This is an optimization exercise on Yosys and OpenROAD, whose aim is small area, a short achievable clock period and few clock cycles per item, not a production implementation. In this exercise RTL edits were held to simulation tests only and were not proved equivalent to the original.

main:
Design top, start of the top module:
module top ( x0_node0, x1_node0, x2_node0, x3_node0,
x0_node1, x1_node1, x2_node1, x3_node1,
x0_node2, x1_node2, x2_node2, x3_node2,
x0_node3, x1_node3, x2_node3, x3_node3,
w04, w14, w24, w34,
w05, w15, w25, w35,
w06, w16, w26, w36,
w07, w17, w27, w37,
w48, w58, w68, w78,
w49, w59, w69, w79,
out0_node0, out1_node0,
out0_node1, out1_node1,
out0_node2, out1_node2,
out0_node3, out1_node3,
in_ready,
out10_ready_node0, out11_ready_node0,
out10_ready_node1, out11_ready_node1,
out10_ready_node2, out11_ready_node2,
out10_ready_node3, out11_ready_node3,
clk);
export LEC_CHECK = 0
export CAP_MARGIN = 20
export CORE_MARGIN = 2
export CORE_UTILIZATION = 45
export PLACE_DENSITY = 0.6
export SETUP_SLACK_MARGIN = 3.5
export SLEW_MARGIN = 20
export SYNTH_HIERARCHICAL = 1
export SYNTH_MINIMUM_KEEP_SIZE = 0
create_clock -name core_clock -period 15.0 [get_ports {clk}]
standard.sh (not shown) runs the stock make flow with config.mk's settings and CLKGATE_MAP_FILE= SYNTH_SCRIPT=/design/flow/synth_recipe.tcl, a recipe that flattens the netlist after the stock synthesis.
==> flow/flow/run.sh <==
#!/bin/bash
# The standard layout (the standard.sh, standard synthesis unchanged), with the port
# buffers that placement inserts made plain buf_4 cells instead of the default
# delay buffer (clkdlybuf4s50_1). Every port still gets its own buffer.
set -euo pipefail
bash standard.sh 'BUFFER_PORTS_ARGS=-buffer_cell sky130_fd_sc_hd__buf_4' finish > make_finish.log 2>&1
Testbench counts of main, summed over its fixed seeds: cycles 4,800, items 4,800.
[inputs] the feature branch vs main
Settings: changing SETUP_SLACK_MARGIN from 3.5 to 2.5.
### Flow results
- The time the worst path needs with I/O delays and setup in the feature branch sits 0.90 ns above the value recorded for main.
- The run with more setup slack is main; the feature branch has less.
- Route | the feature branch vs main | wire shorter in the feature branch

---

12-23:
Another version of the RTL of top (not shown whole).
For scale: about 230 flip-flops, roughly 380 I/O pins, about 0.12 mm² of cells after synthesis.
export LEC_CHECK = 0
export CAP_MARGIN = 20
export CORE_MARGIN = 2
export CORE_UTILIZATION = 60
export PLACE_DENSITY = 0.7
export SETUP_SLACK_MARGIN = 3.5
export SLEW_MARGIN = 20
export SYNTH_HIERARCHICAL = 1
export SYNTH_MINIMUM_KEEP_SIZE = 0
create_clock -name core_clock -period 15.0 [get_ports {clk}]
Scripts as last shown in full above: flow/flow/run.sh
12-23: PASS, flow complete, no timing, DRC or antenna violations
Testbench counts of 12-23, summed over its fixed seeds: cycles 4,800, items 4,800.
Changes in 05-11 relative to 12-23:
- PLACE_DENSITY changed from 0.7 to 0.75
- CORE_UTILIZATION changed from 60 to 45
- GPL_ROUTABILITY_DRIVEN newly set to 0
--- outcome ---
- Going from 12-23 to 05-11, the clock-buffer cell count was found to have gone down by 2.
- Between 12-23 and 05-11, the sequential cell area share figures differ only marginally.
- In 05-11 relative to 12-23, count of placed standard cells in the final layout, fillers left out had gone up by a few percent.
- Looking at iteration count of the initial detailed-routing pass, 05-11 sits 3 higher than 12-23 does.
- Reported for 05-11 and 12-23, number of flip-flops and latches turned out identical to the last digit.
- First-pass GRT wire length was higher in the run labelled 12-23.
- Relative to 12-23, time the worst path needs with I/O delays and setup has increased by 0.036 ns in 05-11.
- In terms of clock network area share, 05-11 and 12-23 differ only marginally.
- 05-11 reports its last element of the critical path as out1_node0[19] while 12-23 reports out0_node2[18].
- Summary of 05-11 over 12-23: core utilization dropped 16 points, minimum setup slack in the final design lost 0.036 ns.

---

job 352:
Starting RTL as in the previous note.
clock: 15.0 ns
lec_check: 0
cap_margin: 20
core_margin: 2
core_utilization: 45
place_density: 0.6
setup_slack_margin: 3.75
slew_margin: 20
synth_hierarchical: 1
synth_minimum_keep_size: 0
Scripts as last shown in full above: flow/flow/run.sh
Job 352 reached the end of the flow, and the finished layout is clean on the timing, DRC and antenna checks.
Testbench counts of job 352, summed over its fixed seeds: cycles 4,800, items 4,800.
#### Input delta (job 6069 over job 352)
# job 352
export LEC_CHECK = 0
export CAP_MARGIN = 20
export CORE_MARGIN = 2
export CORE_UTILIZATION = 45
export PLACE_DENSITY = 0.6
export SETUP_SLACK_MARGIN = 3.75
export SLEW_MARGIN = 20
export SYNTH_HIERARCHICAL = 1
export SYNTH_MINIMUM_KEEP_SIZE = 0
create_clock -name core_clock -period 15.0 [get_ports {clk}]
# job 6069
export LEC_CHECK = 0
export CAP_MARGIN = 20
export CORE_MARGIN = 2
export CORE_UTILIZATION = 45
export PLACE_DENSITY = 0.6
export SETUP_SLACK_MARGIN = 3.5
export SLEW_MARGIN = 20
export SYNTH_HIERARCHICAL = 1
export SYNTH_MINIMUM_KEEP_SIZE = 0
export TNS_END_PERCENT = 20
create_clock -name core_clock -period 15.0 [get_ports {clk}]
[summary]
Number of gates resized after CTS shrinks by more than a quarter when moving from job 352 to job 6069. Of the two values seen for worst setup path startpoint, h_n0_j3[8] was produced by job 6069 and w48_r[0] by job 352. Taking job 352 as the reference, in job 6069 wire length of the first global-routing pass went down by 0.51%.

==> static timing again, ports no longer ideal <==
In the flow no input, the clock included, has a driving cell. The finished layouts below were timed again as built, in two steps. Step 1: set_driving_cell puts a clkbuf_16 on clk and a buf_2 on each other input, an assumption about the parent block. Step 2 moves the port delays by t, midway between the first and last clock arrival at a register: inputs arrive t later, outputs are due t later. That takes back most of the time a late clock gives input paths. a / b / c = no drivers / after step 1 / after step 2; a / b = the first two.
run | t (ns) | setup WS [ns] | clock arrival spread, ns | worst data-port slew with drivers (ns) | pins driven straight from the clock port
main | 0.718 | 3.528 / 3.453 / 3.082 | 0.026 / 0.026 | 0.17 | 1
the feature branch | 0.698 | 2.626 / 2.551 / 3.024 | 0.023 / 0.023 | 0.17 | 1
12-23 | 0.692 | 3.582 / 3.493 / 3.286 | 0.056 / 0.056 | 0.20 | 1
05-11 | 0.726 | 3.546 / 3.452 / 3.138 | 0.025 / 0.025 | 0.13 | 1
job 352 | 0.710 | 3.842 / 3.759 / 3.294 | 0.029 / 0.029 | 0.13 | 1
job 6069 | 0.724 | 3.619 / 3.526 / 3.140 | 0.030 / 0.030 | 0.14 | 1
After both steps setup and hold are still met in every run listed. For job 352, which loses most, drivers alone change the setup slack by -0.083 ns; drivers and shift together by -0.548 ns.
